Source: an optimization exercise on an open RTL-to-GDS flow (aim: small area, a short achievable clock period and few clock cycles). Production flows keep margins and buffers that such runs may drop. Only simulation tests tie the RTL to the original design; equivalence was not proved. Power and IR drop assume default switching activity.

==> design/flow/design.v <==
`timescale 1ns / 1ps
module RV32ICore(
    input wire CPU_CLK,
    input wire CPU_RST,
    output wire [31:0] CPU_InstMem_A,        
    input wire [31:0] CPU_InstMem_RD,        
    output wire [31:0] CPU_DataMem_A,        
    output wire [3:0] CPU_DataMem_WE,        
    output wire [31:0] CPU_DataMem_WD,       
    input wire [31:0] CPU_DataMem_RD         
    );
    wire clk = CPU_CLK;
    wire rst = CPU_RST;
    localparam NB = 6;                       
    wire        redir_e;                     
    wire [31:0] redir_e_pc;
    wire        stall_d;                     
    wire        kill_d, kill_e;
    reg         q_br, q_jal, q_jalr, q_bad, q_ptk, q_taken;    
    wire        q_mis;                       
    wire        ql_mis;                      
    reg  [31:0] ql_tgt;                      
    reg         e_lbr;                       
    reg         e_lla, e_llb;                
    reg  [31:0] m_ltgt;                      
    reg  [31:0] q_tgt;                       
    reg         e_rw, e_ld, e_st, e_br, e_jal, e_jalr, e_csr, e_bad, e_ptk;
    reg  [4:0]  e_rd;
    reg  [2:0]  e_f3;
    reg  [31:0] a_e, r2_e, imm_e, pc_e;
    reg         e_fa_m, e_fa_w, e_fa_l, e_fa_r, e_fb_m, e_fb_w, e_fb_l, e_fb_r;
    reg         e_gb_m, e_gb_w, e_gb_l, e_gb_r, e_gb_i;    
    reg         e_sub, e_sl, e_sra;
    reg         e_r_sum, e_r_slt, e_r_sltu, e_r_xor, e_r_or, e_r_and, e_r_sh, e_r_b, e_r_link, e_r_csr;
    reg         e_ring;
    reg  [NB-1:0] e_hit;
    reg  [7:0]  e_tag;
    reg         m_rw, m_ld, m_lw;
    reg  [4:0]  m_rd;
    reg  [2:0]  m_f3;
    reg  [31:0] m_res, m_addr, m_wd;
    reg  [3:0]  m_we;
    reg         w_rw, w_ld;
    reg  [4:0]  w_rd;
    reg  [2:0]  w_f3;
    reg  [31:0] w_res;
    wire [31:0] rdata = CPU_DataMem_RD;
    reg         w_snl, w_sw, w_sb0, w_sb1, w_sb2, w_sb3, w_sh0, w_sh2, w_sbx, w_shx, w_ss;
    wire sign = w_ss && ((w_sb0 && rdata[7]) || ((w_sb1 || w_sh0) && rdata[15]) || (w_sb2 && rdata[23]) ||
                         ((w_sb3 || w_sh2) && rdata[31]));
    wire [31:0] w_data;
    assign w_data[7:0]   = ({8{w_snl}} & w_res[7:0]) | ({8{w_sw || w_sb0 || w_sh0}} & rdata[7:0])
                         | ({8{w_sb1}} & rdata[15:8]) | ({8{w_sb2 || w_sh2}} & rdata[23:16])
                         | ({8{w_sb3}} & rdata[31:24]);
    assign w_data[15:8]  = ({8{w_snl}} & w_res[15:8]) | ({8{w_sw || w_sh0}} & rdata[15:8])
                         | ({8{w_sh2}} & rdata[31:24]) | ({8{w_sbx && sign}});
    assign w_data[31:16] = ({16{w_snl}} & w_res[31:16]) | ({16{w_sw}} & rdata[31:16])
                         | ({16{(w_sbx || w_shx) && sign}});
    reg  [NB-1:0]    btb_v;
    reg  [8*NB-1:0]  btb_tag;
    reg  [9*NB-1:0]  btb_tlo;                
    reg  [2*NB-1:0]  btb_dh;                 
    reg  [2*NB-1:0]  btb_ctr;
    reg  [2:0]       btb_ptr;
    reg  [31:0] pc_f;
    reg  [NB-1:0] hit_f;
    reg  [8:0]  tlo_f;
    reg  [1:0]  dh_f;
    reg         pt_f;
    integer i;
    always @(*) begin
        tlo_f = 9'd0;
        dh_f = 2'd0;
        pt_f = 1'b0;
        for (i = 0; i < NB; i = i + 1) begin
            hit_f[i] = btb_v[i] && (btb_tag[8*i +: 8] == pc_f[9:2]);
            tlo_f = tlo_f | ({9{hit_f[i]}} & btb_tlo[9*i +: 9]);
            dh_f = dh_f | ({2{hit_f[i]}} & btb_dh[2*i +: 2]);
            if (hit_f[i] && btb_ctr[2*i+1]) pt_f = 1'b1;
        end
    end
    wire [31:0] pc_f_inc = pc_f + 32'd4;
    wire [21:0] thi_p = pc_f[31:10] + 22'd1;
    wire [21:0] thi_m = pc_f[31:10] - 22'd1;
    wire [21:0] thi = ({22{dh_f[0]}} & thi_p) | ({22{dh_f[1]}} & thi_m) | ({22{!dh_f[0] && !dh_f[1]}} & pc_f[31:10]);
    wire [31:0] pc_f_tgt = {thi, tlo_f, pc_f[0]};
    reg  [31:0] a_pc;
    reg         a_pt;
    reg  [11:0] a_off;
    reg  [NB-1:0] a_hit;
    reg         f_held1, f_held2, f_redir1;
    wire        a_v = !f_held2 && !f_redir1;
    reg         hold_v, sk_v;                
    wire        q_red = ql_mis || q_mis || q_jalr;   
    wire        clear = q_red || redir_e;    
    wire        replay = !clear && hold_v && sk_v && a_v;
    wire        f_hold = !clear && !replay && hold_v;
    wire sel_r = !clear && replay;
    wire sel_h = f_hold;
    wire sel_t = !clear && !replay && !hold_v && pt_f;
    wire sel_i = !clear && !replay && !hold_v && !pt_f;
    wire [31:0] pc_f_nr = ({32{sel_r}} & a_pc) | ({32{sel_h}} & pc_f)
                        | ({32{sel_t}} & pc_f_tgt) | ({32{sel_i}} & pc_f_inc);
    wire [31:0] pc_f_next = ({32{ql_mis}} & ql_tgt) | ({32{!ql_mis && q_red}} & q_tgt)
                          | ({32{!q_red && redir_e}} & redir_e_pc)
                          | ({32{!q_red && !redir_e}} & pc_f_nr);
    always @(posedge clk) begin
        if (rst)
            pc_f <= 32'd0;
        else
            pc_f <= pc_f_next;
        a_pc <= pc_f;
        a_pt <= pt_f;
        a_off <= {tlo_f < pc_f[9:1], dh_f, tlo_f - pc_f[9:1]};
        a_hit <= hit_f;
    end
    always @(posedge clk or posedge rst) begin
        if (rst) begin
            f_held1 <= 1'b0;
            f_held2 <= 1'b0;
            f_redir1 <= 1'b1;
        end else begin
            f_held1 <= f_hold;
            f_held2 <= f_held1;
            f_redir1 <= clear || replay;
        end
    end
    assign CPU_InstMem_A = pc_f;
    reg  [31:0] ir_hold, dh_pc, sk_ir, sk_pc;
    reg         dh_pt, sk_pt;
    reg  [11:0] dh_off, sk_off;
    reg  [NB-1:0] dh_hit, sk_hit;
    wire [31:0] ir     = hold_v ? ir_hold : sk_v ? sk_ir : CPU_InstMem_RD;
    wire [31:0] pc_d   = hold_v ? dh_pc   : sk_v ? sk_pc   : a_pc;
    wire        pt_d   = hold_v ? dh_pt   : sk_v ? sk_pt   : a_pt;
    wire [11:0] poff_d = hold_v ? dh_off  : sk_v ? sk_off  : a_off;
    wire [NB-1:0] hit_d = hold_v ? dh_hit : sk_v ? sk_hit  : a_hit;
    wire vd = (hold_v || sk_v || a_v) && !kill_d;
    always @(posedge clk or posedge rst) begin
        if (rst) begin
            hold_v <= 1'b0;
            sk_v <= 1'b0;
        end else begin
            hold_v <= !clear && stall_d;
            if (clear)
                sk_v <= 1'b0;
            else if (hold_v || sk_v)
                sk_v <= (hold_v && sk_v) || a_v;
        end
    end
    always @(posedge clk) begin
        ir_hold <= ir;
        dh_pc <= pc_d;
        dh_pt <= pt_d;
        dh_off <= poff_d;
        dh_hit <= hit_d;
        if (!(hold_v && sk_v)) begin
            sk_ir <= CPU_InstMem_RD;
            sk_pc <= a_pc;
            sk_pt <= a_pt;
            sk_off <= a_off;
            sk_hit <= a_hit;
        end
    end
    wire [6:0] opc = ir[6:0];
    wire [2:0] f3  = ir[14:12];
    wire [4:0] rs1 = ir[19:15];
    wire [4:0] rs2 = ir[24:20];
    wire [4:0] rd  = ir[11:7];
    wire is_lui   = opc == 7'b0110111;
    wire is_auipc = opc == 7'b0010111;
    wire is_jal   = opc == 7'b1101111;
    wire is_jalr  = opc == 7'b1100111;
    wire is_br    = opc == 7'b1100011 && (f3[2] || !f3[1]);
    wire is_ld    = opc == 7'b0000011;
    wire is_st    = opc == 7'b0100011;
    wire is_opi   = opc == 7'b0010011;
    wire is_op    = opc == 7'b0110011;
    wire is_csr   = opc == 7'b1110011 && f3[1:0] != 2'b00;
    wire [31:0] immI = {{20{ir[31]}}, ir[31:20]};
    wire [31:0] immS = {{20{ir[31]}}, ir[31:25], ir[11:7]};
    wire [31:0] immB = {{20{ir[31]}}, ir[7], ir[30:25], ir[11:8], 1'b0};
    wire [31:0] immU = {ir[31:12], 12'b0};
    wire [31:0] immJ = {{12{ir[31]}}, ir[19:12], ir[20], ir[30:21], 1'b0};
    wire [31:0] pc4 = pc_d + 32'd4;
    function step_ok(input [21:0] hi, input c, input [1:0] dh);
        reg z, o, p1, m2;
        begin
            z  = hi == 22'd0;
            o  = &hi;
            p1 = hi == 22'd1;
            m2 = hi == 22'h3ffffe;
            step_ok = (dh == 2'b00 && ((z && !c) || (o && c))) ||
                      (dh == 2'b01 && ((z && c) || (p1 && !c))) ||
                      (dh == 2'b10 && ((o && !c) || (m2 && c)));
        end
    endfunction
    wire ok_b = immB[9:1] == poff_d[8:0] && step_ok(immB[31:10], poff_d[11], poff_d[10:9]);
    wire ok_j = immJ[9:1] == poff_d[8:0] && step_ok(immJ[31:10], poff_d[11], poff_d[10:9]);
    wire vhit  = (|hit_d) && ((is_br && ok_b) || (is_jal && ok_j));
    wire ptk   = pt_d && vhit;
    wire bad   = pt_d && !vhit && !is_jal;
    wire has_rd = is_lui || is_auipc || is_jal || is_jalr || is_ld || is_opi || is_op || is_csr;
    wire use1 = !(is_lui || is_auipc || is_jal || (is_csr && f3[2]));
    wire use2 = is_br || is_st || is_op;
    wire haz_e = e_ld && ((use1 && rs1 == e_rd) || (use2 && rs2 == e_rd));
    wire lw_fast = is_br || ((is_op || is_opi) && f3[2] && (f3[1] || !f3[0]));
    wire haz_m = m_ld && !(m_lw && lw_fast) && ((use1 && rs1 == m_rd) || (use2 && rs2 == m_rd));
    reg  [5:0] csr_pos;
    reg  [6:0] csr_clr;
    wire csr_ready = csr_clr[6];
    wire csr_wait = is_csr && !(csr_ready && (csr_pos + 6'd1) == ir[25:20]);
    wire late = is_br && e_ld && e_f3 == 3'b010;
    wire after_late = e_lbr && (is_st || is_csr);
    assign stall_d = vd && ((haz_e && !late) || haz_m || csr_wait || after_late);
    wire lbr_d = late && haz_e;
    wire fa_m = use1 && e_rw && e_rd == rs1;
    wire fa_x = use1 && m_rw && m_rd == rs1;
    wire fb_m = use2 && e_rw && e_rd == rs2;
    wire fb_x = use2 && m_rw && m_rd == rs2;
    reg  [32*32-1:32] rf;
    reg  [31:1]      rfv;
    reg  [31:0] r1, r2;
    integer k;
    always @(*) begin
        r1 = ({32{w_rw && w_rd == rs1}} & w_data);
        r2 = ({32{w_rw && w_rd == rs2}} & w_data);
        for (k = 1; k < 32; k = k + 1) begin
            if (rfv[k] && !(w_rw && w_rd == k) && rs1 == k) r1 = r1 | rf[32*k +: 32];
            if (rfv[k] && !(w_rw && w_rd == k) && rs2 == k) r2 = r2 | rf[32*k +: 32];
        end
    end
    genvar g;
    generate
        for (g = 1; g < 32; g = g + 1) begin : rfw
            always @(posedge clk)
                if (w_rw && w_rd == g) rf[32*g +: 32] <= w_data;
            always @(posedge clk or posedge rst)
                if (rst) rfv[g] <= 1'b0;
                else if (w_rw && w_rd == g) rfv[g] <= 1'b1;
        end
    endgenerate
    wire alu_rr = is_op;
    wire alu = is_op || is_opi;
    wire f7b = ir[30];
    wire d_sub  = (alu_rr && f3 == 3'b000 && f7b) || (alu && (f3 == 3'b010 || f3 == 3'b011));
    wire d_sl   = alu && f3 == 3'b001;
    wire d_sra  = alu && f3 == 3'b101 && f7b;
    wire go_e = vd && !stall_d;
    wire bimm = !(is_op || is_br);
    always @(posedge clk or posedge rst) begin
        if (rst) begin
            e_rw <= 1'b0; e_ld <= 1'b0; e_st <= 1'b0; e_br <= 1'b0;
            e_jal <= 1'b0; e_jalr <= 1'b0; e_csr <= 1'b0; e_bad <= 1'b0; e_lbr <= 1'b0;
        end else begin
            e_rw   <= go_e && has_rd && rd != 5'd0;
            e_ld   <= go_e && is_ld && rd != 5'd0;
            e_st   <= go_e && is_st;
            e_br   <= go_e && is_br && !lbr_d;
            e_lbr  <= go_e && lbr_d;
            e_jal  <= go_e && is_jal;
            e_jalr <= go_e && is_jalr;
            e_csr  <= go_e && is_csr;
            e_bad  <= go_e && bad;
        end
    end
    always @(posedge clk) begin
        e_rd   <= rd;
        e_f3   <= f3;
        e_ptk  <= ptk;
        a_e    <= (is_csr && f3[2]) ? {27'd0, rs1} : is_auipc ? pc_d : r1;
        pc_e   <= pc_d;
        r2_e   <= r2;
        imm_e  <= is_lui || is_auipc ? immU : is_st ? immS : is_br ? immB : is_jal ? immJ : immI;
        e_fa_m <= fa_m;
        e_fa_w <= !fa_m && fa_x && !m_ld;
        e_fa_l <= !fa_m && fa_x && m_ld;
        e_fa_r <= !fa_m && !fa_x;
        e_fb_m <= fb_m;
        e_fb_w <= !fb_m && fb_x && !m_ld;
        e_fb_l <= !fb_m && fb_x && m_ld;
        e_fb_r <= !fb_m && !fb_x;
        e_gb_m <= !bimm && fb_m;
        e_gb_w <= !bimm && !fb_m && fb_x && !m_ld;
        e_gb_l <= !bimm && !fb_m && fb_x && m_ld;
        e_gb_r <= !bimm && !fb_m && !fb_x;
        e_gb_i <= bimm;
        e_sub  <= d_sub;
        e_sl   <= d_sl;
        e_sra  <= d_sra;
        e_r_sum  <= is_ld || is_st || is_auipc || (alu && f3 == 3'b000);
        e_r_slt  <= alu && f3 == 3'b010;
        e_r_sltu <= alu && f3 == 3'b011;
        e_r_xor  <= alu && f3 == 3'b100;
        e_r_or   <= alu && f3 == 3'b110;
        e_r_and  <= alu && f3 == 3'b111;
        e_r_sh   <= alu && (f3 == 3'b001 || f3 == 3'b101);
        e_r_b    <= is_lui;
        e_r_link <= is_jal || is_jalr;
        e_r_csr  <= is_csr;
        e_ring <= ir[26];
        e_lla  <= rs1 == e_rd;
        e_llb  <= rs2 == e_rd;
        e_hit  <= vhit ? hit_d : {NB{1'b0}};
        e_tag  <= pc_d[9:2];
    end
    wire e_br_v   = e_br && !kill_e;
    wire e_jal_v  = e_jal && !kill_e;
    wire e_jalr_v = e_jalr && !kill_e;
    wire e_st_v   = e_st && !kill_e;
    wire e_csr_v  = e_csr && !kill_e;
    wire [31:0] A  = ({32{e_fa_m}} & m_res) | ({32{e_fa_w}} & w_res) | ({32{e_fa_r}} & a_e);
    wire [31:0] R2 = ({32{e_fb_m}} & m_res) | ({32{e_fb_w}} & w_res) | ({32{e_fb_r}} & r2_e);
    wire [31:0] B  = ({32{e_gb_m}} & m_res) | ({32{e_gb_w}} & w_res) | ({32{e_gb_r}} & r2_e) | ({32{e_gb_i}} & imm_e);
    wire [31:0] Af = A | ({32{e_fa_l}} & rdata);
    wire [31:0] R2f = R2 | ({32{e_fb_l}} & rdata);
    wire [31:0] Bf = B | ({32{e_gb_l}} & rdata);
    wire [31:0] SX = {32{e_sub}};
    wire [31:0] Ax = ({32{e_fa_m}} & (m_res ^ SX)) | ({32{e_fa_w}} & (w_res ^ SX)) | ({32{e_fa_r}} & (a_e ^ SX));
    wire [32:0] sum33 = {1'b0, Ax} + {1'b0, B};
    wire [31:0] sum = sum33[31:0] ^ {32{e_sub}};
    wire ltu = sum33[32];
    wire lts = (A[31] ^ B[31]) ? A[31] : sum[31];
    wire eq  = Af == R2f;
    wire lt_lo = Af[30:0] < R2f[30:0];
    wire lt  = (Af[31] != R2f[31]) ? (e_f3[1] ? R2f[31] : Af[31]) : lt_lo;
    function [31:0] rev32(input [31:0] x);
        integer j;
        for (j = 0; j < 32; j = j + 1) rev32[j] = x[31-j];
    endfunction
    wire [31:0] sh_in = e_sl ? rev32(A) : A;
    wire signed [32:0] sh_x = {e_sra & sh_in[31], sh_in};
    wire [32:0] sh_r = sh_x >>> B[4:0];
    wire [31:0] sh_out = e_sl ? rev32(sh_r[31:0]) : sh_r[31:0];
    reg  [64*32-1:0] ring0, ring1;
    wire [31:0] head0 = ring0[31:0];
    wire [31:0] head1 = ring1[31:0];
    wire [31:0] csr_old = e_ring ? head1 : head0;
    wire [31:0] csr_new = (e_f3[1:0] == 2'b01) ? A : (e_f3[1:0] == 2'b10) ? (csr_old | A) : (csr_old & ~A);
    wire csr_w = e_csr_v;
    wire [31:0] tail0 = (csr_w && !e_ring) ? csr_new : (csr_ready ? head0 : 32'd0);
    wire [31:0] tail1 = (csr_w && e_ring) ? csr_new : (csr_ready ? head1 : 32'd0);
    always @(posedge clk) begin
        ring0 <= {tail0, ring0[64*32-1:32]};
        ring1 <= {tail1, ring1[64*32-1:32]};
    end
    always @(posedge clk or posedge rst) begin
        if (rst) begin
            csr_pos <= 6'd0;
            csr_clr <= 7'd0;
        end else begin
            csr_pos <= csr_pos + 6'd1;
            if (!csr_clr[6]) csr_clr <= csr_clr + 7'd1;
        end
    end
    wire [31:0] pc4_e;
    wire [31:0] res = ({32{e_r_sum}}  & sum)
                    | ({32{e_r_slt}}  & {31'd0, lts})
                    | ({32{e_r_sltu}} & {31'd0, ltu})
                    | ({32{e_r_xor}}  & (Af ^ Bf))
                    | ({32{e_r_or}}   & (Af | Bf))
                    | ({32{e_r_and}}  & (Af & Bf))
                    | ({32{e_r_sh}}   & sh_out)
                    | ({32{e_r_b}}    & imm_e)
                    | ({32{e_r_link}} & pc4_e)
                    | ({32{e_r_csr}}  & csr_old);
    wire [31:0] tgt_e = pc_e + imm_e;
    assign pc4_e = pc_e + 32'd4;
    wire cond  = e_f3[2] ? lt : eq;
    wire taken = cond ^ e_f3[0];
    wire e_bad_v = e_bad && !kill_e;
    assign redir_e = (e_jal_v && !e_ptk) || e_bad_v;
    assign redir_e_pc = ({32{e_jal}} & tgt_e) | ({32{!e_jal}} & pc4_e);
    always @(posedge clk)
        q_tgt <= e_jalr ? {sum[31:1], 1'b0} : e_ptk ? pc4_e : tgt_e;
    always @(posedge clk or posedge rst) begin
        if (rst) begin
            q_br <= 1'b0; q_jal <= 1'b0; q_jalr <= 1'b0; q_bad <= 1'b0;
        end else begin
            q_br <= e_br_v;
            q_jal <= e_jal_v;
            q_jalr <= e_jalr_v;
            q_bad <= e_bad_v;
        end
    end
    always @(posedge clk) begin
        q_ptk <= e_ptk;
        q_taken <= taken;
    end
    assign q_mis = q_br && (q_taken != q_ptk);
    assign kill_e = ql_mis || q_mis || (q_jal && !q_ptk) || q_jalr || q_bad;
    assign kill_d = q_red;
    reg         m_lbr, m_lla, m_llb, m_lptk;
    reg  [2:0]  m_lf3;
    reg  [31:0] m_lop;
    always @(posedge clk or posedge rst) begin
        if (rst)
            m_lbr <= 1'b0;
        else
            m_lbr <= e_lbr && !kill_e;
    end
    always @(posedge clk) begin
        m_lla  <= e_lla;
        m_llb  <= e_llb;
        m_lptk <= e_ptk;
        m_lf3  <= e_f3;
        m_lop  <= e_lla ? R2 : A;
        m_ltgt <= e_ptk ? pc4_e : tgt_e;
    end
    wire [31:0] la_op = m_lla ? rdata : m_lop;
    wire [31:0] lb_op = m_llb ? rdata : m_lop;
    wire l_eq = la_op == lb_op;
    wire l_lt_lo = la_op[30:0] < lb_op[30:0];
    wire l_lt = (la_op[31] != lb_op[31]) ? (m_lf3[1] ? lb_op[31] : la_op[31]) : l_lt_lo;
    wire l_taken = (m_lf3[2] ? l_lt : l_eq) ^ m_lf3[0];
    reg  ql_br, ql_taken, ql_ptk;
    always @(posedge clk or posedge rst) begin
        if (rst)
            ql_br <= 1'b0;
        else
            ql_br <= m_lbr && !ql_mis;
    end
    always @(posedge clk) begin
        ql_taken <= l_taken;
        ql_ptk <= m_lptk;
        if (m_lbr) ql_tgt <= m_ltgt;
    end
    assign ql_mis = ql_br && (ql_taken != ql_ptk);
    wire fit_e = (&imm_e[20:10]) || !(|imm_e[20:10]);
    wire hi_ne = tgt_e[31:10] != pc_e[31:10];
    reg  u_br, u_brfit, u_jalfit, u_jal;
    wire u_taken = q_taken;
    reg  [NB-1:0] u_hit;
    reg  [7:0]  u_tag;
    reg  [8:0]  u_tlo;
    reg  [1:0]  u_dh;
    always @(posedge clk or posedge rst) begin
        if (rst) begin
            u_br <= 1'b0;
            u_brfit <= 1'b0;
            u_jalfit <= 1'b0;
        end else begin
            u_br <= e_br_v;
            u_brfit <= e_br_v && fit_e;
            u_jalfit <= e_jal_v && fit_e;
        end
    end
    always @(posedge clk) begin
        u_jal <= e_jal;
        u_hit <= e_hit;
        u_tag <= e_tag;
        u_tlo <= tgt_e[9:1];
        u_dh  <= {hi_ne && imm_e[31], hi_ne && !imm_e[31]};
    end
    wire u_alloc = !(|u_hit) && ((u_brfit && u_taken) || u_jalfit);
    genvar b;
    generate
        for (b = 0; b < NB; b = b + 1) begin : btbu
            always @(posedge clk or posedge rst) begin
                if (rst)
                    btb_v[b] <= 1'b0;
                else if (u_alloc && btb_ptr == b)
                    btb_v[b] <= 1'b1;
            end
            always @(posedge clk) begin
                if (u_alloc && btb_ptr == b) begin
                    btb_tag[8*b +: 8] <= u_tag;
                    btb_tlo[9*b +: 9] <= u_tlo;
                    btb_dh[2*b +: 2] <= u_dh;
                    btb_ctr[2*b +: 2] <= u_jal ? 2'd3 : 2'd2;
                end else if (u_br && u_hit[b]) begin
                    if (u_taken && btb_ctr[2*b +: 2] != 2'd3)
                        btb_ctr[2*b +: 2] <= btb_ctr[2*b +: 2] + 2'd1;
                    else if (!u_taken && btb_ctr[2*b +: 2] != 2'd0)
                        btb_ctr[2*b +: 2] <= btb_ctr[2*b +: 2] - 2'd1;
                end
            end
        end
    endgenerate
    always @(posedge clk or posedge rst) begin
        if (rst)
            btb_ptr <= 3'd0;
        else if (u_alloc)
            btb_ptr <= (btb_ptr == 3'd5) ? 3'd0 : btb_ptr + 3'd1;
    end
    wire [3:0] st_mask = (e_f3[1:0] == 2'b00) ? 4'b0001 : (e_f3[1:0] == 2'b01) ? 4'b0011 :
                         (e_f3[1:0] == 2'b10) ? 4'b1111 : 4'b0000;
    always @(posedge clk or posedge rst) begin
        if (rst) begin
            m_rw <= 1'b0; m_ld <= 1'b0;
        end else begin
            m_rw <= e_rw && !kill_e;
            m_ld <= e_ld && !kill_e;
        end
    end
    always @(posedge clk) begin
        m_we  <= (e_st_v && !e_f3[2]) ? (st_mask << sum[1:0]) : 4'd0;
        m_lw  <= e_f3 == 3'b010;
        m_rd  <= e_rd;
        m_f3  <= e_f3;
        m_res <= res;
        m_addr <= sum;
        m_wd  <= e_f3[1] ? R2 : e_f3[0] ? {2{R2[15:0]}} : {4{R2[7:0]}};
    end
    assign CPU_DataMem_A  = m_addr;
    assign CPU_DataMem_WE = m_we;
    assign CPU_DataMem_WD = m_wd;
    always @(posedge clk or posedge rst) begin
        if (rst) begin
            w_rw <= 1'b0; w_ld <= 1'b0;
        end else begin
            w_rw <= m_rw && !ql_mis;
            w_ld <= m_ld && !ql_mis;
        end
    end
    always @(posedge clk) begin
        w_rd  <= m_rd;
        w_f3  <= m_f3;
        w_snl <= !m_ld;
        w_sw  <= m_ld && m_f3[1];
        w_sb0 <= m_ld && m_f3[1:0] == 2'b00 && m_res[1:0] == 2'd0;
        w_sb1 <= m_ld && m_f3[1:0] == 2'b00 && m_res[1:0] == 2'd1;
        w_sb2 <= m_ld && m_f3[1:0] == 2'b00 && m_res[1:0] == 2'd2;
        w_sb3 <= m_ld && m_f3[1:0] == 2'b00 && m_res[1:0] == 2'd3;
        w_sh0 <= m_ld && m_f3[1:0] == 2'b01 && !m_res[1];
        w_sh2 <= m_ld && m_f3[1:0] == 2'b01 && m_res[1];
        w_sbx <= m_ld && m_f3[1:0] == 2'b00;
        w_shx <= m_ld && m_f3[1:0] == 2'b01;
        w_ss  <= !m_f3[2];
        w_res <= m_res;
    end
endmodule
==> design/flow/flow/run.sh <==
#!/bin/bash
set -euo pipefail
bash standard.sh \
  SETUP_SLACK_MARGIN=8 \
  "BUFFER_PORTS_ARGS=-buffer_cell sky130_fd_sc_hd__buf_4" \
  "CTS_ARGS=-sink_clustering_enable -repair_clock_nets -sink_clustering_size 24 -sink_clustering_max_diameter 80 -dont_use_dummy_load" \
  finish > orfs_make.log 2>&1
==> design/flow/standard.sh <==
#!/bin/bash
# synth_recipe.tcl (not shown) runs the flow's synth.tcl, then flattens the netlist and writes it again
# the make line also repeats each setting of config.mk as NAME=value (left out here)
make -C /OpenROAD-flow-scripts/flow DESIGN_CONFIG=/design/flow/config.mk WORK_HOME=/design/flow/orfs CLKGATE_MAP_FILE= SYNTH_SCRIPT=/design/flow/synth_recipe.tcl "${@:-finish}"
==> design/flow/config.mk <==
export PLATFORM = sky130hd
export DESIGN_NAME = RV32ICore
export DESIGN_NICKNAME = RV32ICore
export VERILOG_FILES = /design/flow/design.v
export SDC_FILE = /design/flow/constraint.sdc
export NUM_CORES = 8
export LEC_CHECK = 0
export ABC_AREA = 1
export CAP_MARGIN = 20
export CORE_MARGIN = 2
export CORE_UTILIZATION = 40
export SLEW_MARGIN = 20
==> design/flow/constraint.sdc <==
create_clock -name core_clock -period 12.0 [get_ports {CPU_CLK}]
set_input_delay 2.4000 -clock core_clock [delete_from_list [all_inputs] [get_ports {CPU_CLK}]]
set_output_delay 2.4000 -clock core_clock [all_outputs]
set_load 0.01 [all_outputs]
==> summary.txt, run 1 <==
Pre-Repair DR Iteration Count 7; slowest stage cell on the critical path a21oi_1; HPWL after DPL 481,000 um; Top FF cell, synth dfxtp_1; most common cell in the netlist dfxtp_1; r2r setup slk 7.77 ns; Post-synth EDFFs 1,233; crit-path max FO 32; setup tns final 0 ns; Logic pwr share 0.222; Worst Hold Margin 0.2259 ns; initial antenna violation count 126; Starting Density 0.4017; Worst-Skew Late Latency 1.02 ns; DR vias 124,004; r2r startpoint ir_hold[12]$_DFF_P_; final hold violation count 0; CORE AREA 448,800 um^2; DRC 0; synth unique cells 69; Critical Path RT 12.70 ns; Worst Hold Launch ring1[1160]$_DFF_P_; top cell type's share of synthesized area 0.5195; CP Data Arrival Time 4.93 ns; switching share of power 0.3283; syn avg cell area 11.22 um^2; NumNets Final 16,833; maximum buffer depth of the clock tree 4; post-layout minimum cycle time 4.231 ns; switching power 14.05 mW; vias per cell 5.483; cell taking the most area after synthesis dfxtp_1; Root Buffer Master clkbuf_16; Int Pwr 28.74 mW; peak supply drop 0.0001420 V; Synth Register Bits 5,988; CP Launch Type flip-flop; Fillers 41,886; CTS Sinks 5,988; All-Layer GR Usage 0.3113; Pins Over Slew Limit 0; CP max stage delay 0.88 ns; Die X 675.3 um; Boundary Pins 166; row cnt 246; Crit. End Element flip-flop; placed instance count 21,986; clk_skew 0.1735 ns; sequential area share after synthesis 0.7357; FFs w/ async S/R, synth 0.01303; DIE AREA 456,000 um^2; total wire length 734,100 um; RSZ-0062 raised after global routing yes; clock share of power 0.254; setup violators final 0; syn nets 16,343; TritonCTS clock tree done; area grow syn2layout 12.54%; Overflow after GRT 0; P_leak 83.87 nW; global-route wire length before repair 967,200 um; worst-margin pin slew 1.382 ns; Hold Path Stages 0; sequential share of power 0.524; H-tree Lvls 5; Min-Delay Endpoint ring1[1128]$_DFF_P_; top cells by count, synth dfxtp_1 (4,677), nand2_1 (2,956), inv_1 (1,605); power per cell area 210.9 nW/um^2; period utilization 0.3526; Cells after Synth 16,066; HP Class flip-flop to flip-flop; Final Wtd Congestion 1.063; Ys Warns 1; number of global-route vias before repair 111,721; layout cell share with drive strength beyond 1 0.09575; Reg clk slew, reported paths 0.09 ns; fin cells 22,618; Crit Path Class flip-flop to flip-flop; r2r endpoint ring0[2047]$_DFF_P_; Die H 675.3 um; post-route ant nets 0; Port Buffer Count 165; Initial DRC Count 18,634; Area contributors post-synth dfxtp_1 (52%), edfxtp_1 (21%), nand2_1 (6.2%); largest net degree at the start of global routing 77; Slew HR 0.07853; WP buf/inv 4; Max-Cap Viols 0; Routed wire per std cell 32.46 um; post-synthesis cell area 180,200 um^2; CTS Buf Count 321; Worst path top cell family by delay buffers and inverters; crit-path cells buf_4 -> clkinvlp_4 -> ha_1 -> inv_1 -> nand2_2 -> buf_6 -> a21oi_1 -> o21ai_1; outcome finished clean; R2R cell count 8; Max Fclk 236.4 MHz
==> metrics by stage <==
stage,utilization,worst slack [ns],cell area (um^2),power (mW)
final,0.4520,7.769,202800,42.78
after global routing,0.4517,7.889,202700,44.14
after CTS,0.4476,7.864,200900,42.47
after detailed placement,0.4222,5.312,189500,31.36
after global placement,0.4220,4.895,189400,31.36
after floorplan,-,7.875,180300,26.75
==> layer usage <==
metal / vias to the layer above / track usage / part of all wire / routed length, um
li1: 53434 / - / - / -
met1: 60268 / 0.4133 / 0.40 / 292000
met2: 8067 / 0.4310 / 0.39 / 288600
met3: 2187 / 0.08800 / 0.12 / 86160
met4: 48 / 0.2288 / 0.091 / 66780
met5: - / 0.004996 / 0.00076 / 556
==> worst max-delay path by stage <==
stage	slack (ns)	endpoint	cells past startpoint	startpoint
global route	7.89	r2_e[4]$_DFF_P_	17	CPU_InstMem_RD[21]
CTS	7.86	a_e[1]$_DFF_P_	11	CPU_DataMem_RD[17]
global placement	4.89	a_e[18]$_SDFF_PP0_	16	CPU_InstMem_RD[16]
finish	7.77	ring0[2047]$_DFF_P_	8	ir_hold[12]$_DFF_P_
floorplan	7.87	a_e[29]$_SDFF_PP0_	13	CPU_DataMem_RD[15]
detailed placement	5.31	a_e[1]$_DFF_P_	18	CPU_InstMem_RD[17]
==> layout by cell type, fill, tap and decap left out, types with 26 or more instances in the layout <==
cell        count
dfxtp_1      4592
ha_1          195
xor2_1        133
o22ai_1       556
nand4_1       149
inv_4          40
o2111ai_1      50
dfxtp_4        28
diode_2       112
nand2_4        42
clkinvlp_4     31
nor2_1       1157
buf_12         63
xnor2_1        30
o211ai_1       57
nand3_1       734
a22o_1         40
dfrtp_1        72
clkbuf_16     328
inv_1        1528
nand3b_1       35
a22oi_1        28
buf_4         500
a211oi_1       35
inv_2          34
o21ai_0       597
nand3_2        28
edfxtp_1     1233
dfxtp_2        57
buf_6          38
a21oi_1       510
nor2_2         26
o21ai_1        46
nand2_2        54
nand2_1      2885
nor3_1        142
nor2_4         28
or2_2          51
==> power by group through the flow <==
| stage | logic [mW] | registers, mW | clock network [mW] |
|---|---|---|---|
| final | 9.50 | 22.4 | 10.9 |
| after global routing | 9.94 | 22.4 | 11.8 |
| after CTS | 8.97 | 22.4 | 11.1 |
| after detailed placement | 8.54 | 22.8 | 0 |
| after global placement | 8.54 | 22.8 | 0 |
| after floorplan | 4.55 | 22.2 | 0 |
==> repair_timing <==
item,CTS,global route
hold buffers,0,0
gates cloned,9,9
pin swaps,33,26
gates resized for setup,515,243
endpoints found under the hold margin,0,0
setup buffers,131,47
setup endpoints to repair,292,159
==> sequential cells by signal, summed over array words and instances, names as in the netlist, 48 cells and up <==
signal,cells
rf,992
ring1,2048
btb_tlo,54
ring0,2048
btb_tag,48
==> cell type report <==
class                           count  area [um^2]  area share
Sequential cell                  5988       132800      0.6546
Multi-Input combinational cell   7926        41240      0.2033
Clock buffer                      321         8033     0.03960
Tap cell                         5952         7447     0.03671
Inverter                         1668         6640     0.03273
Timing Repair Buffer              649         6402     0.03156
Antenna cell                      112        280.3    0.001382
Timing Repair inverter              2        10.01  0.00004935
==> cells by family (layout without fill, tap and decap cells) <==
logic type,after synthesis,count (layout),synth area share
fa+ha+maj,211,211,0.01477
compound gates,2116,2116,0.06923
xor+xnor,175,175,0.008656
buf+inv,2156,2640,0.04683
simple gates,5408,5412,0.1241
flops,5988,5988,0.7357
other cells,0,112,0
mux,12,12,0.0006664
Testbench counts, summed over its fixed seeds: cycles 690,001.
==> run 2: changes to the inputs <==
--- a/design/flow/config.mk
+++ b/design/flow/config.mk
@@ -7,6 +7,6 @@
 export LEC_CHECK = 0
 export ABC_AREA = 1
-export CAP_MARGIN = 20
+export CAP_MARGIN = 40
 export CORE_MARGIN = 2
 export CORE_UTILIZATION = 40
-export SLEW_MARGIN = 20
+export SLEW_MARGIN = 40
==> run 2 against run 1 <==
  * First-iteration DRC count fell by 6.1%
  * Total power about the same
  * Global-route usage is 0.20 points lower
  * Die area stayed put
  * Design area barely moved
  * Combinational power down 0.5%
  * Synthesized area unchanged
==> summary.txt, run 2 <==
most common cell after layout, fill and taps aside dfxtp_1; Post-synth EDFFs 1,233; Ys Warns 1; most common cell in the netlist dfxtp_1; post-synthesis cell area 180,200 um^2; post-route ant nets 0; Port Buffer Count 165; layout cell share with drive strength beyond 1 0.09710; cell taking the most area after synthesis dfxtp_1; worst-margin pin slew 1.001 ns; NumNets Final 16,850; total wire length 733,200 um; maximum buffer depth of the clock tree 4; TritonCTS clock tree done; footprint of the multi-input gates 41,190 um^2; Min-Delay Endpoint ring1[609]$_DFF_P_; period utilization 0.3467; Worst-Skew Late Latency 0.99 ns; Design Power 42.75 mW; synth unique cells 69; R2R cell count 17; Pre-Repair DR Iteration Count 7; CTS Sinks 5,988; top cells by count, synth dfxtp_1 (4,677), nand2_1 (2,956), inv_1 (1,605); Worst Hold Margin 0.2723 ns; dpl ws 5.731 ns; HPWL after DPL 481,400 um; Final Wtd Congestion 1.063; syn avg cell area 11.22 um^2; final hold violation count 0; Area contributors post-synth dfxtp_1 (52%), edfxtp_1 (21%), nand2_1 (6.2%); Routed wire per std cell 32.37 um; Die H 675.3 um; Synth Register Bits 5,988; Top FF cell, synth dfxtp_1; sequential area share after synthesis 0.7357; Post-CTS Hold Fix Bufs 0; peak supply drop 0.0001831 V; setup tns final 0 ns; Die X 675.3 um; row cnt 246; r2r setup slk 7.84 ns; Crit. End Element flip-flop; CP Launch Type flip-flop; Initial DRC Count 17,499; Boundary Pins 166; post-layout minimum cycle time 4.160 ns; H-tree Lvls 5; FFs w/ async S/R, synth 0.01303; global-route wire length before repair 962,100 um; Reg clk slew, reported paths 0.10 ns; P_leak 83.99 nW; area grow syn2layout 12.62%; outcome finished clean; commonest non-fill, non-tap cells in the layout dfxtp_1 (4,593), nand2_1 (2,883), inv_1 (1,525), edfxtp_1 (1,233), nor2_1 (1,153); largest registers ring0 (2048), ring1 (2048), rf (992); CTS Buf Count 321; crit-path max FO 32; Max-Cap Viols 0; DIE AREA 456,000 um^2; vias per cell 5.464; setup violators final 0; power per cell area 210.6 nW/um^2; Critical Path RT 12.84 ns; clk_skew 0.1125 ns; CP Data Arrival Time 5.00 ns; syn nets 16,343; Crit Path Class flip-flop to flip-flop; Starting Density 0.4017; r2r startpoint e_fb_w$_DFF_P_; largest net degree at the start of global routing 77; DRC 0; number of global-route vias before repair 112,000; Worst Hold Launch ring1[641]$_DFF_P_; Fillers 41,895; All-Layer GR Usage 0.3093; Slew HR 0.3309; DR vias 123,773; initial antenna violation count 117; r2r endpoint q_taken$_DFF_P_; Overflow after GRT 0; Hold Path Stages 0; RSZ-0062 raised after global routing yes; FF+latch area 132,800 um^2; CORE AREA 448,800 um^2; Final WS setup 7.840 ns; Root Buffer Master clkbuf_16; top cell type's share of synthesized area 0.5195; HP Class flip-flop to flip-flop; Max Fclk 240.4 MHz; Pins Over Slew Limit 0; Cells after Synth 16,066
-- run 2: cell families (layout without fill, tap and decap cells) --
logic type / after synthesis / after routing / share of synthesized area
flip-flops: 5988 / 5988 / 0.7357
adder cells (fa/ha/maj): 211 / 211 / 0.01477
multiplexers: 12 / 12 / 0.0006664
buffers and inverters: 2156 / 2658 / 0.04683
AND/OR/NAND/NOR: 5408 / 5411 / 0.1241
AO/OA/AOI/OAI: 2116 / 2116 / 0.06923
XOR/XNOR: 175 / 175 / 0.008656
other: 0 / 131 / 0
-- run 2: critical path, stage by stage, from the launching register on --
cell,delay [ns]
dfxtp_2,0.32
buf_4,0.30
nand2_1,0.16
nand3_1,0.73
inv_1,0.49
o21ai_0,0.31
ha_1,0.29
o21ai_1,0.14
nand4_1,0.09
o211ai_1,0.12
nand3b_1,0.10
nand2_1,0.12
nand2_1,0.08
nand2_1,0.08
nand2_1,0.08
nand2_1,0.10
nand2_2,0.10
xor2_4,0.37
-- run 2: through the flow --
stage	utilization	instance area, um^2	instances
floorplan	-	180300	16066
global placement	0.4220	189400	21984
detailed placement	0.4231	189900	21995
CTS	0.4476	200900	22437
global route	0.4520	202800	22591
finish	0.4523	203000	22654
-- run 2: worst max path at each step --
stage | slack (ns) | cells past startpoint | to | from
finish | 7.84 | 17 | q_taken$_DFF_P_ | e_fb_w$_DFF_P_
global route | 7.86 | 23 | a_off[8]$_DFF_P_ | pc_f[3]$_SDFF_PP0_
CTS | 7.89 | 20 | a_off[8]$_DFF_P_ | pc_f[9]$_SDFF_PP0_
detailed placement | 5.73 | 18 | a_e[3]$_DFF_P_ | CPU_InstMem_RD[19]
global placement | 4.89 | 16 | a_e[18]$_SDFF_PP0_ | CPU_InstMem_RD[16]
floorplan | 7.87 | 13 | a_e[29]$_SDFF_PP0_ | CPU_DataMem_RD[15]
-- run 2: repair_timing --
item	CTS	global route
setup endpoints to repair	232	132
gates cloned	5	11
resized for setup	460	221
pin swaps	25	26
setup buffers	116	75
-- run 2: power by group --
group	internal (mW)	switching, mW
Clock	4.77	6.11
Combinational	2.51	6.94
Sequential	21.4	0.997
-- run 2: metal layers --
layer,track usage,part of all wire,vias to the layer above
li1,-,-,53482
met1,0.4110,0.40,60015
met2,0.4279,0.39,8023
met3,0.08562,0.12,2207
met4,0.2311,0.091,46
met5,0.0003189,0.00050,-
-- run 2: final cells by class --
type | count | share of cell area
antenna | 131 | 0.001615
timing repair inverter | 2 | 0.00006780
inverter | 1668 | 0.03281
tap | 5952 | 0.03669
clock buffer | 321 | 0.03957
timing repair buffer | 667 | 0.03209
multi-input combinational | 7925 | 0.2029
sequential | 5988 | 0.6543
==> run 3: changes to the inputs <==
--- a/design/flow/design.v
+++ b/design/flow/design.v
@@ -20,5 +20,4 @@
     wire        q_mis;                       
     wire        ql_mis;                      
-    reg  [31:0] ql_tgt;                      
     reg         e_lbr;                       
     reg         e_lla, e_llb;                
@@ -102,5 +101,5 @@
     wire [31:0] pc_f_nr = ({32{sel_r}} & a_pc) | ({32{sel_h}} & pc_f)
                         | ({32{sel_t}} & pc_f_tgt) | ({32{sel_i}} & pc_f_inc);
-    wire [31:0] pc_f_next = ({32{ql_mis}} & ql_tgt) | ({32{!ql_mis && q_red}} & q_tgt)
+    wire [31:0] pc_f_next = ({32{ql_mis}} & m_ltgt) | ({32{!ql_mis && q_red}} & q_tgt)
                           | ({32{!q_red && redir_e}} & redir_e_pc)
                           | ({32{!q_red && !redir_e}} & pc_f_nr);
@@ -406,5 +405,5 @@
         m_lf3  <= e_f3;
         m_lop  <= e_lla ? R2 : A;
-        m_ltgt <= e_ptk ? pc4_e : tgt_e;
+        if (e_lbr) m_ltgt <= e_ptk ? pc4_e : tgt_e;
     end
     wire [31:0] la_op = m_lla ? rdata : m_lop;
@@ -424,5 +423,4 @@
         ql_taken <= l_taken;
         ql_ptk <= m_lptk;
-        if (m_lbr) ql_tgt <= m_ltgt;
     end
     assign ql_mis = ql_br && (ql_taken != ql_ptk);
--- a/design/flow/config.mk
+++ b/design/flow/config.mk
@@ -7,6 +7,6 @@
 export LEC_CHECK = 0
 export ABC_AREA = 1
-export CAP_MARGIN = 40
+export CAP_MARGIN = 20
 export CORE_MARGIN = 2
 export CORE_UTILIZATION = 40
-export SLEW_MARGIN = 40
+export SLEW_MARGIN = 20
==> run 3 against run 2 <==
  * Still clean
  * Synthesized cell count shrank 0.20%
  * Clock power hardly changed
  * Non-clock buffer count increased by 19
  * Sequential share of layout area shrank 0.096 points
  * Utilization decreased by 0.10 points
  * Die area fell by 0.35%
  * Sequential power hardly changed
  * Sequential cell count is 32 lower
  * Hold slack worse by 0.016 ns
  * Maximum frequency shrank 3.3%
  * Via count is essentially flat
  * Critical path depth shrank 7
  * Critical path type is now input port to flip-flop
==> summary.txt, run 3 <==
FFs w/ async S/R, synth 0.01310; peak supply drop 0.0001476 V; Crit. End Element flip-flop; Max-Cap Viols 0; crit-path max FO 28; CP Data Arrival Time 5.23 ns; clk_skew 0.1211 ns; Post-synth EDFFs 1,233; setup violators final 0; area grow syn2layout 12.61%; largest net degree at the start of global routing 76; Critical Path RT 12.93 ns; DR vias 123,654; sequential area share after synthesis 0.7348; commonest non-fill, non-tap cells in the layout dfxtp_1 (4,564), nand2_1 (2,883), inv_1 (1,525), edfxtp_1 (1,233), nor2_1 (1,164); layout cell share with drive strength beyond 1 0.09604; RSZ-0062 raised after global routing yes; Boundary Pins 166; syn avg cell area 11.20 um^2; DRC 0; post-route ant nets 0; Pins Over Slew Limit 0; Post-CTS Hold Fix Bufs 0; Root Buffer Master clkbuf_16; number of global-route vias before repair 111,321; r2r startpoint a_e[28]$_SDFF_PP0_; slowest stage cell on the critical path nand3_4; worst-margin pin slew 1.430 ns; HP Class flip-flop to flip-flop; Port Buffer Count 165; Max Fclk 232.4 MHz; DIE AREA 454,400 um^2; WP buf/inv 2; Worst path top cell family by delay simple AND/OR/NAND/NOR gates; Cells after Synth 16,034; Die H 674.1 um; post-synthesis cell area 179,600 um^2; Slew HR 0.04671; Worst Hold Launch ring0[350]$_DFF_P_; power per cell area 209.8 nW/um^2; NumNets Final 16,834; CP max stage delay 0.78 ns; vias per cell 5.463; setup tns final 0 ns; CTS Buf Count 315; r2r setup slk 7.92 ns; row cnt 246; All-Layer GR Usage 0.2976; P_leak 83.55 nW; final core occ 0.4513; largest registers ring0 (2048), ring1 (2048), rf (992); top cells by count, synth dfxtp_1 (4,645), nand2_1 (2,956), inv_1 (1,605); maximum buffer depth of the clock tree 4; HPWL after DPL 461,600 um; Area contributors post-synth dfxtp_1 (52%), edfxtp_1 (21%), nand2_1 (6.2%); r2r endpoint m_res[0]$_DFF_P_; Reg clk slew, reported paths 0.09 ns; Die X 674.1 um; crit-path cells buf_4 -> nand2_1 -> nand3_1 -> o21ai_4 -> buf_4 -> a221oi_4 -> nand3_4 -> nor2_1 -> nor2_1 -> nand3_1; CORE AREA 448,200 um^2; most common cell in the netlist dfxtp_1; Routed wire per std cell 31.02 um; Overflow after GRT 0; Synth Register Bits 5,956; H-tree Lvls 5; Pre-Repair DR Iteration Count 10; outcome finished clean; period utilization 0.3585; Min-Delay Endpoint ring0[318]$_DFF_P_; Initial DRC Count 19,421; Crit Path Class input port to flip-flop; fin cells 22,633; Ys Warns 1; top cell type's share of synthesized area 0.5177; synth unique cells 69; R2R cell count 15; placed instance count 21,943; CP Launch Type input port; post-layout minimum cycle time 4.302 ns; Worst-Skew Late Latency 1.02 ns; final hold violation count 0; initial antenna violation count 98; Final Wtd Congestion 1.086; cell taking the most area after synthesis dfxtp_1; TritonCTS clock tree done; syn nets 16,311; total wire length 702,100 um; most common cell after layout, fill and taps aside dfxtp_1; Starting Density 0.4008; Hold Path Stages 0; CTS Sinks 5,956; global-route wire length before repair 930,600 um; Top FF cell, synth dfxtp_1
run 3: per-stage QoR:
step                total power [mW]  worst slack (ns)  cell area (um^2)  hold WS [ns]
floorplan                      26.58             7.875            179600        0.3096
global placement               31.05             5.589            188600        0.3096
detailed placement             31.04             5.638            188600        0.3121
CTS                            41.95             7.832            199500        0.2419
global route                   43.85             7.825            202100        0.2509
finish                         42.44             7.698            202300        0.2561
run 3: what timing repair did:
action / CTS / global route
gates resized for setup: 458 / 254
setup endpoints to repair: 317 / 183
buffers inserted: 118 / 103
pin swaps: 24 / 31
gates cloned: 7 / 16
endpoints found under the hold margin: 0 / 0
run 3: worst max path at each step:
stage,from,to,cells past startpoint
final,CPU_InstMem_RD[20],r2_e[2]$_DFF_P_,10
after global routing,CPU_InstMem_RD[20],r2_e[2]$_DFF_P_,10
after CTS,CPU_InstMem_RD[22],r2_e[2]$_DFF_P_,14
after detailed placement,CPU_InstMem_RD[17],a_e[11]$_SDFF_PP0_,17
after global placement,CPU_InstMem_RD[17],a_e[9]$_SDFF_PP0_,18
after floorplan,CPU_DataMem_RD[15],a_e[29]$_SDFF_PP0_,13
run 3: metal layers:
metal / track usage / wire, um / vias to the layer above
met5: 0.0005315 / 517 / -
met4: 0.2246 / 64900 / 40
met3: 0.1050 / 90020 / 2437
met2: 0.4061 / 273600 / 8607
met1: 0.3848 / 273000 / 59161
li1: - / - / 53409
run 3: power by group:
part / internal [mW] / switching (mW)
combinational: 2.56 / 6.94
clock: 4.68 / 6.03
sequential: 21.3 / 0.942
run 3: area by class of cell:
type,instances,area [um^2]
inverters,1668,6623
repair buffers,686,6650
repair inverters,3,15.01
clock buffers,315,7883
well taps,5952,7447
diodes,126,315.3
multi-input cells,7927,41190
fillers,41775,245900
flip-flops and latches,5956,132100
run 3: kinds of logic after synthesis:
| family | Yosys count | share of synthesized area |
|---|---|---|
| AO/OA/AOI/OAI | 2116 | 0.06948 |
| XOR/XNOR | 175 | 0.008687 |
| adder cells (fa/ha/maj) | 211 | 0.01482 |
| buffers and inverters | 2156 | 0.04700 |
| flip-flops | 5956 | 0.7348 |
| multiplexers | 12 | 0.0006688 |
| AND/OR/NAND/NOR | 5408 | 0.1246 |
Testbench counts of run 3, summed over its fixed seeds: cycles 690,001.

## port drivers added, routing unchanged
In the flow no input, the clock included, has a driving cell. The finished layouts below were timed again as built, in two steps.
Step 1, drivers: a clkbuf_16 drives CPU_CLK and a buf_2 each remaining input, both assumed.
Step 2 adds t to the input delays and takes it off the output delays; t is the mean of the earliest and latest rising clock arrival at the registers after step 1. Input paths then give back, and output paths get back, about the clock's delay inside the block.
Slacks: ideal ports / drivers / drivers and shift; pairs: ideal ports / drivers.
| run | t (ns) | setup WS [ns] | worst hold slack (ns) | clock arrival spread, ns | worst register clock-pin slew, ns |
|---|---|---|---|---|---|
| run 1 | 1.048 | 7.769 / 7.669 / 6.621 | 0.226 / 0.226 / 0.226 | 0.183 / 0.182 | 0.11 / 0.11 |
| run 2 | 1.064 | 7.840 / 7.742 / 6.677 | 0.272 / 0.272 / 0.272 | 0.122 / 0.123 | 0.10 / 0.10 |
| run 3 | 1.069 | 7.698 / 7.615 / 6.546 | 0.256 / 0.256 / 0.256 | 0.122 / 0.121 | 0.11 / 0.11 |
After both steps every run listed still meets setup and hold. The setup slack of run 2, which loses most, moves by -0.098 ns with the drivers and by -1.163 ns with both steps.
